This is an optimization exercise on Yosys and OpenROAD, whose aim is small area, a short achievable clock period and few clock cycles, not a production implementation.
Function was checked by simulation only, so behaviour that the tests miss may differ from the original.
No driver is modelled on the clock port, so clocking that relies on it looks cheaper here than on a real chip.
Power is estimated from default activity; no workload was simulated.

==> v15: inputs <==
==> flow/design.v (excerpt) <==
module macci(input  wire  clk,
             input  wire  clk_en,
             input  wire  reset,
             input  wire  [7:0]  n,
             input  wire  start,
             output reg   done,
             input  wire  [31:0] dataa,
             input  wire  [31:0] datab,
             output wire  [31:0] result);
  wire        go = start & clk_en;
  reg  [31:0] arn;                 
  reg  [15:0] neg, onen, twon;    
  reg         clr0, clr1, rdp;
  reg  [31:0] ps, pc;
  reg  [31:0] acc;
  reg  [7:0] dq;                  
  wire [7:0] dsum;
  wire [31:0] accg = clr1 ? 32'h0 : acc;
  wire [31:0] s2, c2;
  ...
==> flow/config.mk <==
export PLATFORM = sky130hd
export DESIGN_NAME = macci
export DESIGN_NICKNAME = macci
export VERILOG_FILES = /design/flow/design.v
export SDC_FILE = /design/flow/constraint.sdc
export NUM_CORES = 4
export LEC_CHECK = 0
export ABC_AREA = 1
export CAP_MARGIN = 20
export CORE_MARGIN = 2
export CORE_UTILIZATION = 65
export SLEW_MARGIN = 20
==> flow/constraint.sdc <==
create_clock -name core_clock -period 11.0 [get_ports {clk}]
set_input_delay 2.2000 -clock core_clock [delete_from_list [all_inputs] [get_ports {clk}]]
set_output_delay 2.2000 -clock core_clock [all_outputs]
set_load 0.01 [all_outputs]
standard.sh (not shown) runs the stock make flow with config.mk's settings and CLKGATE_MAP_FILE= SYNTH_SCRIPT=/design/flow/synth_recipe.tcl, a recipe that flattens the netlist after the stock synthesis.
==> flow/flow/run.sh <==
#!/bin/bash
# The standard layout (standard.sh: the standard flow's synthesis and ORFS's steps, same
# constraints), with these changes to how it is made:
#  - after the standard synthesis, flow/polarity.py removes the inverters that
#    synthesis leaves around full adders (same function, same flip-flops) and
#    the netlist is read in again;
#  - the timing repair steps aim for MARGIN ns of setup slack beyond the
#    constraints instead of 0, so they size the logic for a shorter period;
#  - the port buffers are sky130_fd_sc_hd__buf_1 (every port still gets one);
#  - CTS adds no dummy loads;
#  - after CTS, flow/skew.tcl delays the clock of the internal registers
#    between the multiplier stage and the accumulator stage (ps, pc, dq) by a
#    few clock buffers, moving slack from the second stage to the first.  No
#    register that an input port feeds or that feeds an output port is moved.
# Logs: log_*.log here, and each ORFS step's own log under orfs/logs/.
set -euo pipefail
cd "$(dirname "$0")/.."
MARGIN=7.3
R=orfs/results/$FLOW_PLATFORM/macci/base
KNOBS=("SETUP_SLACK_MARGIN=$MARGIN"
       "BUFFER_PORTS_ARGS=-buffer_cell sky130_fd_sc_hd__buf_1"
       "CTS_ARGS=-sink_clustering_enable -repair_clock_nets -dont_use_dummy_load")
bash standard.sh synth > log_synth.log 2>&1
python3 flow/polarity.py $R/1_2_yosys.v $R/1_2_yosys.pol.v > log_polarity.log 2>&1
cp $R/1_2_yosys.v $R/1_2_yosys.std.v
mv $R/1_2_yosys.pol.v $R/1_2_yosys.v
rm -f $R/1_synth.odb $R/1_synth.sdc
bash standard.sh "${KNOBS[@]}" cts > log_cts.log 2>&1
cp $R/4_cts.odb $R/4_cts.noskew.odb
SKEW_IN=$R/4_cts.noskew.odb SKEW_OUT=$R/4_cts.odb \
  SKEW_BUFS="sky130_fd_sc_hd__clkbuf_1 sky130_fd_sc_hd__clkbuf_1 sky130_fd_sc_hd__clkbuf_2 sky130_fd_sc_hd__clkbuf_8" \
  SKEW_REGS='^(ps|pc|dq)[^a-z]' openroad -exit -no_init flow/skew.tcl > log_skew.log 2>&1
bash standard.sh "${KNOBS[@]}" finish > log_layout.log 2>&1
==> flow/flow/skew.tcl <==
# Delays the clock of the registers between stage 1 and stage 2 (ps, pc, dq):
# for each clock-tree leaf net that drives some of them, a short chain of
# clock buffers is put between that net and those registers' clock pins.
# This is skew between internal register stages only: every path it helps or
# hurts starts and ends at a register of the design.
# env: SKEW_IN, SKEW_OUT (odb), SKEW_BUFS (buffer masters, first to last),
#      SKEW_REGS (regexp of register instance names)
read_db $::env(SKEW_IN)
set db [ord::get_db]
set block [ord::get_db_block]
set bufs $::env(SKEW_BUFS)
set re $::env(SKEW_REGS)
array set groups {}
foreach inst [$block getInsts] {
  if {![regexp $re [$inst getName]]} { continue }
  set ck [$inst findITerm CLK]
  if {$ck == "NULL"} { continue }
  set net [$ck getNet]
  lappend groups([$net getName]) $ck
}
set k 0
foreach netname [lsort [array names groups]] {
  set sinks $groups($netname)
  set sx 0; set sy 0
  foreach ck $sinks {
    set b [[$ck getInst] getBBox]
    set sx [expr {$sx + ([$b xMin] + [$b xMax]) / 2}]
    set sy [expr {$sy + ([$b yMin] + [$b yMax]) / 2}]
  }
  set cx [expr {$sx / [llength $sinks]}]
  set cy [expr {$sy / [llength $sinks]}]
  set drv [$block findNet $netname]
  set i 0
  foreach m $bufs {
    set master [$db findMaster $m]
    set inst [odb::dbInst_create $block $master "skewbuf_${k}_$i"]
    $inst setLocation $cx $cy
    $inst setPlacementStatus PLACED
    set out [odb::dbNet_create $block "skewnet_${k}_$i"]
    $out setSigType CLOCK
    [$inst findITerm A] connect $drv
    [$inst findITerm X] connect $out
    set drv $out
    incr i
  }
  foreach ck $sinks {
    $ck disconnect
    $ck connect $drv
  }
  puts "skew: [llength $sinks] registers on $netname behind $i buffers"
  incr k
}
detailed_placement
check_placement -verbose
write_db $::env(SKEW_OUT)
Other scripts of this flow, unchanged in this note and not shown: flow/flow/polarity.py
==> v10 (differences from v15) <==
--- a/flow/design.v
+++ b/flow/design.v
@@ -19,48 +19,59 @@
   wire [31:0] s2, c2;
   wire pp0_0, pp0_1, pp0_2, pp0_3, pp0_4, pp0_5, pp0_6, pp0_7, pp0_8, pp0_9, pp0_10, pp0_11, pp0_12, pp0_13, pp0_14, pp0_15, pp0_16, pp0_17, pp0_18, pp0_19, pp0_20, pp0_21, pp0_22, pp0_23, pp0_24, pp0_25, pp0_26, pp0_27, pp0_28, pp0_29, pp0_30, pp0_31, pp1_0, pp1_1, pp1_2, pp1_3, pp1_4, pp1_5, pp1_6, pp1_7, pp1_8, pp1_9, pp1_10, pp1_11, pp1_12, pp1_13, pp1_14, pp1_15, pp1_16, pp1_17, pp1_18, pp1_19, pp1_20, pp1_21, pp1_22, pp1_23, pp1_24, pp1_25, pp1_26, pp1_27, pp1_28, pp1_29, pp2_0, pp2_1, pp2_2, pp2_3, pp2_4, pp2_5, pp2_6, pp2_7, pp2_8, pp2_9, pp2_10, pp2_11, pp2_12, pp2_13, pp2_14, pp2_15, pp2_16, pp2_17, pp2_18, pp2_19, pp2_20, pp2_21, pp2_22, pp2_23, pp2_24, pp2_25, pp2_26, pp2_27, pp3_0, pp3_1, pp3_2, pp3_3, pp3_4, pp3_5, pp3_6, pp3_7, pp3_8, pp3_9, pp3_10, pp3_11, pp3_12, pp3_13, pp3_14, pp3_15, pp3_16, pp3_17, pp3_18, pp3_19, pp3_20, pp3_21, pp3_22, pp3_23, pp3_24, pp3_25, pp4_0, pp4_1, pp4_2, pp4_3, pp4_4, pp4_5, pp4_6, pp4_7, pp4_8, pp4_9, pp4_10, pp4_11, pp4_12, pp4_13, pp4_14, pp4_15, pp4_16, pp4_17, pp4_18, pp4_19, pp4_20, pp4_21, pp4_22, pp4_23, pp5_0, pp5_1, pp5_2, pp5_3, pp5_4, pp5_5, pp5_6, pp5_7, pp5_8, pp5_9, pp5_10, pp5_11, pp5_12, pp5_13, pp5_14, pp5_15, pp5_16, pp5_17, pp5_18, pp5_19, pp5_20, pp5_21, pp6_0, pp6_1, pp6_2, pp6_3, pp6_4, pp6_5, pp6_6, pp6_7, pp6_8, pp6_9, pp6_10, pp6_11, pp6_12, pp6_13, pp6_14, pp6_15, pp6_16, pp6_17, pp6_18, pp6_19, pp7_0, pp7_1, pp7_2, pp7_3, pp7_4, pp7_5, pp7_6, pp7_7, pp7_8, pp7_9, pp7_10, pp7_11, pp7_12, pp7_13, pp7_14, pp7_15, pp7_16, pp7_17, pp8_0, pp8_1, pp8_2, pp8_3, pp8_4, pp8_5, pp8_6, pp8_7, pp8_8, pp8_9, pp8_10, pp8_11, pp8_12, pp8_13, pp8_14, pp8_15, pp9_0, pp9_1, pp9_2, pp9_3, pp9_4, pp9_5, pp9_6, pp9_7, pp9_8, pp9_9, pp9_10, pp9_11, pp9_12, pp9_13, pp10_0, pp10_1, pp10_2, pp10_3, pp10_4, pp10_5, pp10_6, pp10_7, pp10_8, pp10_9, pp10_10, pp10_11, pp11_0, pp11_1, pp11_2, pp11_3, pp11_4, pp11_5, pp11_6, pp11_7, pp11_8, pp11_9, pp12_0, pp12_1, pp12_2, pp12_3, pp12_4, pp12_5, pp12_6, pp12_7, pp13_0, pp13_1, pp13_2, pp13_3, pp13_4, pp13_5, pp14_0, pp14_1, pp14_2, pp14_3, pp15_0, pp15_1, t0s, t0c, t1s, t1c, t2s, t2c, t3s, t3c, t4s, t4c, t5s, t5c, t6s, t6c, t7s, t7c, t8s, t8c, t9s, t9c, t10s, t10c, t11s, t11c, t12s, t12c, t13s, t13c, t14s, t14c, t15s, t15c, t16s, t16c, t17s, t17c, t18s, t18c, t19s, t19c, t20s, t20c, t21s, t21c, t22s, t22c, t23s, t23c, t24s, t24c, t25s, t25c, t26s, t26c, t27s, t27c, t28s, t28c, t29s, t29c, t30s, t30c, t31s, t31c, t32s, t32c, t33s, t33c, t34s, t34c, t35s, t35c, t36s, t36c, t37s, t37c, t38s, t38c, t39s, t39c, t40s, t40c, t41s, t41c, t42s, t42c, t43s, t43c, t44s, t44c, t45s, t45c, t46s, t46c, t47s, t47c, t48s, t49s, t50s, t51s, t52s, t52c, t53s, t53c, t54s, t54c, t55s, t55c, t56s, t56c, t57s, t57c, t58s, t58c, t59s, t59c, t60s, t60c, t61s, t61c, t62s, t62c, t63s, t63c, t64s, t64c, t65s, t65c, t66s, t66c, t67s, t67c, t68s, t68c, t69s, t69c, t70s, t70c, t71s, t71c, t72s, t72c, t73s, t73c, t74s, t74c, t75s, t75c, t76s, t76c, t77s, t77c, t78s, t78c, t79s, t79c, t80s, t80c, t81s, t81c, t82s, t82c, t83s, t83c, t84s, t84c, t85s, t85c, t86s, t86c, t87s, t87c, t88s, t88c, t89s, t89c, t90s, t90c, t91s, t91c, t92s, t92c, t93s, t93c, t94s, t94c, t95s, t95c, t96s, t96c, t97s, t97c, t98s, t98c, t99s, t99c, t100s, t100c, t101s, t101c, t102s, t102c, t103s, t103c, t104s, t104c, t105s, t105c, t106s, t106c, t107s, t107c, t108s, t108c, t109s, t110s, t111s, t112s, t112c, t113s, t113c, t114s, t114c, t115s, t115c, t116s, t116c, t117s, t117c, t118s, t118c, t119s, t119c, t120s, t120c, t121s, t121c, t122s, t122c, t123s, t123c, t124s, t124c, t125s, t125c, t126s, t126c, t127s, t127c, t128s, t128c, t129s, t129c, t130s, t130c, t131s, t131c, t132s, t132c, t133s, t133c, t134s, t134c, t135s, t135c, t136s, t136c, t137s, t137c, t138s, t138c, t139s, t139c, t140s, t140c, t141s, t141c, t142s, t142c, t143s, t143c, t144s, t144c, t145s, t145c, t146s, t146c, t147s, t147c, t148s, t148c, t149s, t149c, t150s, t150c, t151s, t151c, t152s, t152c, t153s, t153c, t154s, t154c, t155s, t155c, t156s, t156c, t157s, t157c, t158s, t158c, t159s, t159c, t160s, t161s, t162s, t162c, t163s, t163c, t164s, t164c, t165s, t165c, t166s, t166c, t167s, t167c, t168s, t168c, t169s, t169c, t170s, t170c, t171s, t171c, t172s, t172c, t173s, t173c, t174s, t174c, t175s, t175c, t176s, t176c, t177s, t177c, t178s, t178c, t179s, t179c, t180s, t180c, t181s, t181c, t182s, t182c, t183s, t183c, t184s, t184c, t185s, t185c, t186s, t186c, t187s, t187c, t188s, t188c, t189s, t190s, t190c, t191s, t191c, t192s, t192c, t193s, t193c, t194s, t194c, t195s, t195c, t196s, t196c, t197s, t197c, t198s, t198c, t199s, t199c, t200s, t200c, t201s, t201c, t202s, t202c, t203s, t203c, t204s, t204c, t205s, t205c, t206s, t206c, t207s, t207c, t208s, t208c, t209s, t209c, t210s, t210c, t211s, t211c, t212s, t212c, t213s, t213c, t214s, t214c, t215s, t215c, t216s, t216c, t217s, t217c, t218s, t218c, t219s, t220s, t220c, t221s, t222s, t222c, t223s, t223c, t224s, t224c, t225s, t226s, t226c, t227s, t227c, t228s, t228c, t229s, t229c, t230s, t230c, t231s, t231c, t232s, t232c, t233s, t234s, t234c, t235s, t235c, t236s, t236c, t237s, t237c, t238s, t238c, t239s, t239c, t240s, t240c, t241s, t241c, t242s, t242c, t243s, t243c, t244s, t244c, t245s, t245c, t246s, t246c, t247s, t247c, t248s, t248c, t249s, t249c, t250s, t250c, t251s, t251c, t252s, t252c, t253s, t253c, t254s, t254c, t255s, t255c, t256s, t256c, t257s, t257c, t258s, t258c, t259s, t259c, t260s, t260c, t261s, t261c, t262s, t262c, t263s, t263c, t264s, t264c, t265s;
   wire [31:0] s_nx, c_nx;
   always @(posedge clk)
   begin
+    neg[0] <= datab[1];
     onen[0] <= ~(datab[0] ^ 1'b0);
     twon[0] <= ~((datab[1] & ~datab[0] & ~1'b0) | (~datab[1] & datab[0] & 1'b0));
+    neg[1] <= datab[3];
     onen[1] <= ~(datab[2] ^ datab[1]);
     twon[1] <= ~((datab[3] & ~datab[2] & ~datab[1]) | (~datab[3] & datab[2] & datab[1]));
+    neg[2] <= datab[5];
     onen[2] <= ~(datab[4] ^ datab[3]);
     twon[2] <= ~((datab[5] & ~datab[4] & ~datab[3]) | (~datab[5] & datab[4] & datab[3]));
+    neg[3] <= datab[7];
     onen[3] <= ~(datab[6] ^ datab[5]);
     twon[3] <= ~((datab[7] & ~datab[6] & ~datab[5]) | (~datab[7] & datab[6] & datab[5]));
+    neg[4] <= datab[9];
     onen[4] <= ~(datab[8] ^ datab[7]);
     twon[4] <= ~((datab[9] & ~datab[8] & ~datab[7]) | (~datab[9] & datab[8] & datab[7]));
+    neg[5] <= datab[11];
     onen[5] <= ~(datab[10] ^ datab[9]);
     twon[5] <= ~((datab[11] & ~datab[10] & ~datab[9]) | (~datab[11] & datab[10] & datab[9]));
+    neg[6] <= datab[13];
     onen[6] <= ~(datab[12] ^ datab[11]);
     twon[6] <= ~((datab[13] & ~datab[12] & ~datab[11]) | (~datab[13] & datab[12] & datab[11]));
+    neg[7] <= datab[15];
     onen[7] <= ~(datab[14] ^ datab[13]);
     twon[7] <= ~((datab[15] & ~datab[14] & ~datab[13]) | (~datab[15] & datab[14] & datab[13]));
+    neg[8] <= datab[17];
     onen[8] <= ~(datab[16] ^ datab[15]);
     twon[8] <= ~((datab[17] & ~datab[16] & ~datab[15]) | (~datab[17] & datab[16] & datab[15]));
+    neg[9] <= datab[19];
     onen[9] <= ~(datab[18] ^ datab[17]);
     twon[9] <= ~((datab[19] & ~datab[18] & ~datab[17]) | (~datab[19] & datab[18] & datab[17]));
+    neg[10] <= datab[21];
     onen[10] <= ~(datab[20] ^ datab[19]);
     twon[10] <= ~((datab[21] & ~datab[20] & ~datab[19]) | (~datab[21] & datab[20] & datab[19]));
+    neg[11] <= datab[23];
     onen[11] <= ~(datab[22] ^ datab[21]);
     twon[11] <= ~((datab[23] & ~datab[22] & ~datab[21]) | (~datab[23] & datab[22] & datab[21]));
+    neg[12] <= datab[25];
     onen[12] <= ~(datab[24] ^ datab[23]);
     twon[12] <= ~((datab[25] & ~datab[24] & ~datab[23]) | (~datab[25] & datab[24] & datab[23]));
+    neg[13] <= datab[27];
     onen[13] <= ~(datab[26] ^ datab[25]);
     twon[13] <= ~((datab[27] & ~datab[26] & ~datab[25]) | (~datab[27] & datab[26] & datab[25]));
+    neg[14] <= datab[29];
     onen[14] <= ~(datab[28] ^ datab[27]);
     twon[14] <= ~((datab[29] & ~datab[28] & ~datab[27]) | (~datab[29] & datab[28] & datab[27]));
+    neg[15] <= datab[31];
     onen[15] <= ~(datab[30] ^ datab[29]);
     twon[15] <= ~((datab[31] & ~datab[30] & ~datab[29]) | (~datab[31] & datab[30] & datab[29]));
   end
-  always @(posedge clk or posedge reset)
-    if (reset)
-      neg <= 16'h0;
-    else
-      neg <= {datab[31], datab[29], datab[27], datab[25], datab[23], datab[21], datab[19], datab[17], datab[15], datab[13], datab[11], datab[9], datab[7], datab[5], datab[3], datab[1]};
   assign pp0_0 = ~((onen[0] | arn[0]) & (twon[0] | 1'b1)) ^ neg[0];
   assign pp0_1 = ~((onen[0] | arn[1]) & (twon[0] | arn[0])) ^ neg[0];
   assign pp0_2 = ~((onen[0] | arn[2]) & (twon[0] | arn[1])) ^ neg[0];
   assign pp0_3 = ~((onen[0] | arn[3]) & (twon[0] | arn[2])) ^ neg[0];
   assign pp0_4 = ~((onen[0] | arn[4]) & (twon[0] | arn[3])) ^ neg[0];
@@ -851,24 +862,24 @@
   assign s_nx = {t218c, t217c, t216c, t215c, t214c, t213c, t212c, t211c, t210c, t209c, t208c, t207c, t206c, t205c, t204c, t203c, t202c, t201c, t200c, t199c, t198c, t197c, t196c, t195c, t194c, t193c, t192c, t191c, t190c, t190s, pp0_1, neg[0]};
   assign c_nx = {t219s, t218s, t217s, t216s, t215s, t214s, t213s, t212s, t211s, t210s, t209s, t208s, t207s, t206s, t205s, t204s, t203s, t202s, t201s, t200s, t199s, t198s, t197s, t196s, t195s, t194s, t193s, t192s, t191s, pp1_0, 1'b0, pp0_0};
   assign dsum = {t224c, t223c, t222c, t222s, pp13_1, neg[13], 1'b0, neg[12]} + {t225s, t224s, t223s, pp13_2, 1'b0, pp13_0, 1'b0, 1'b0};
   assign s2 = {t264c, t263c, t262c, t261c, t260c, t259c, t258c, t257c, t256c, t255c, t254c, t253c, t252c, t251c, t250c, t249c, t248c, t247c, t246c, t245c, t244c, t243c, t242c, t241c, t240c, t239c, t238c, t237c, t236c, t235c, t234c, t234s};
   assign c2 = {t265s, t264s, t263s, t262s, t261s, t260s, t259s, t258s, t257s, t256s, t255s, t254s, t253s, t252s, t251s, t250s, t249s, t248s, t247s, t246s, t245s, t244s, t243s, t242s, t241s, t240s, t239s, t238s, t237s, t236s, t235s, accg[0]};
+  always @(posedge clk)
+    arn <= (go & n[0]) ? ~dataa : 32'hffffffff;
   always @(posedge clk or posedge reset)
   begin
     if (reset) begin
-      arn  <= 32'hffffffff;
       clr0 <= 1'b0;
       clr1 <= 1'b0;
       rdp  <= 1'b0;
       done <= 1'b0;
       ps   <= 32'h0;
       pc   <= 32'h0;
       dq   <= 8'h0;
       acc  <= 32'h0;
     end else begin
-      arn <= (go & n[0]) ? ~dataa : 32'hffffffff;
       clr0 <= go & n[1];
       clr1 <= clr0;
       rdp  <= go & n[1] & ~n[0];
       done <= (go & ~(n[1] & ~n[0])) | rdp;
       ps   <= s_nx;
==> flow/flow/run.sh (replaced) <==
#!/bin/bash
# The standard layout (standard.sh: the standard flow's synthesis and ORFS's steps, same
# constraints), with these changes to how it is made:
#  - after the standard synthesis, flow/polarity.py removes the inverters that
#    synthesis leaves around full adders (same function, same flip-flops) and
#    the netlist is read in again;
#  - the timing repair steps aim for MARGIN ns of setup slack beyond the
#    constraints instead of 0, so they size the logic for a shorter period;
#  - the port buffers are sky130_fd_sc_hd__buf_1 (every port still gets one);
#  - CTS adds no dummy loads.
# Logs: log_*.log here, and each ORFS step's own log under orfs/logs/.
set -euo pipefail
cd "$(dirname "$0")/.."
MARGIN=7.2
R=orfs/results/$FLOW_PLATFORM/macci/base
KNOBS=("SETUP_SLACK_MARGIN=$MARGIN"
       "BUFFER_PORTS_ARGS=-buffer_cell sky130_fd_sc_hd__buf_1"
       "CTS_ARGS=-sink_clustering_enable -repair_clock_nets -dont_use_dummy_load")
bash standard.sh synth > log_synth.log 2>&1
python3 flow/polarity.py $R/1_2_yosys.v $R/1_2_yosys.pol.v > log_polarity.log 2>&1
cp $R/1_2_yosys.v $R/1_2_yosys.std.v
mv $R/1_2_yosys.pol.v $R/1_2_yosys.v
rm -f $R/1_synth.odb $R/1_synth.sdc
bash standard.sh "${KNOBS[@]}" finish > log_layout.log 2>&1
removed: flow/flow/skew.tcl
==> qor summary <==
Run status: v15 timing/DRC/antenna clean; v10 timing/DRC/antenna clean
Slowest cell on the critical path: v15 sky130_fd_sc_hd__dfrtp_2; v10 sky130_fd_sc_hd__fa_1
Multi-input gate share of total cell area: v15 0.615; v10 0.645
Arr. time, crit path: v15 3.86 ns; v10 4.11 ns
Multi-input gates: v15 1,390; v10 1,396
Per-cell via count in the routed design: v15 6.33; v10 6.32
Timing-limited maximum frequency: v15 282 MHz; v10 267 MHz
Non-clock buffer contribution to total cell area: v15 0.0818; v10 0.0536
Internal Power: v15 2.97 mW; v10 2.79 mW
Non-Filler Instances: v15 2,291; v10 2,203
Crit Reg-Reg Startpoint: v15 clr1; v10 onen[0]
Net count of the mapped netlist: v15 2,189; v10 2,191
Final design area excluding fillers: v15 19,700 µm²; v10 18,700 µm²
Met1 wire length: v15 18.7 mm; v10 18.2 mm
Testbench counts of v15, summed over its fixed seeds: cycles 5,395.
Testbench counts of v10, summed over its fixed seeds: cycles 5,395.

port drivers added, routing unchanged:
The flow's constraints put no driver on any port. The routed layouts listed below were extracted and timed again, unchanged, in two steps.
Step 1 (the two cells are an assumption about what drives the block):
set clk [get_ports {clk}]
set_driving_cell -lib_cell sky130_fd_sc_hd__clkbuf_16 $clk
set_driving_cell -lib_cell sky130_fd_sc_hd__buf_2 [delete_from_list [all_inputs] $clk]
Step 2, shift: input delay + t, output delay - t, t = (earliest + latest rising clock arrival at the registers) / 2. This alone moves slack from input paths to output paths.
a / b / c = ideal ports / drivers / drivers and shift; a / b = the first two.
run | t (ns) | setup WS [ns] | hold slack, ns | worst setup path after step 2 | latest minus earliest clock arrival (ns) | cell pins on the clock port's net
v15 | 0.720 | 7.453 / 7.453 / 7.188 | 0.325 / 0.325 / 0.325 | input, reset recovery | 0.516 / 0.516 | 1
v10 | 0.480 | 7.258 / 7.258 / 7.258 | 0.351 / 0.351 / 0.351 | register to register | 0.030 / 0.030 | 1
In v15 the clock reaches the registers at very different times; t lies between them, and the last value is a rough guide only. For v15, which loses most, drivers alone change the setup slack by 0.000 ns; drivers and shift together by -0.265 ns. The worst setup slack also covers recovery checks on asynchronous resets.
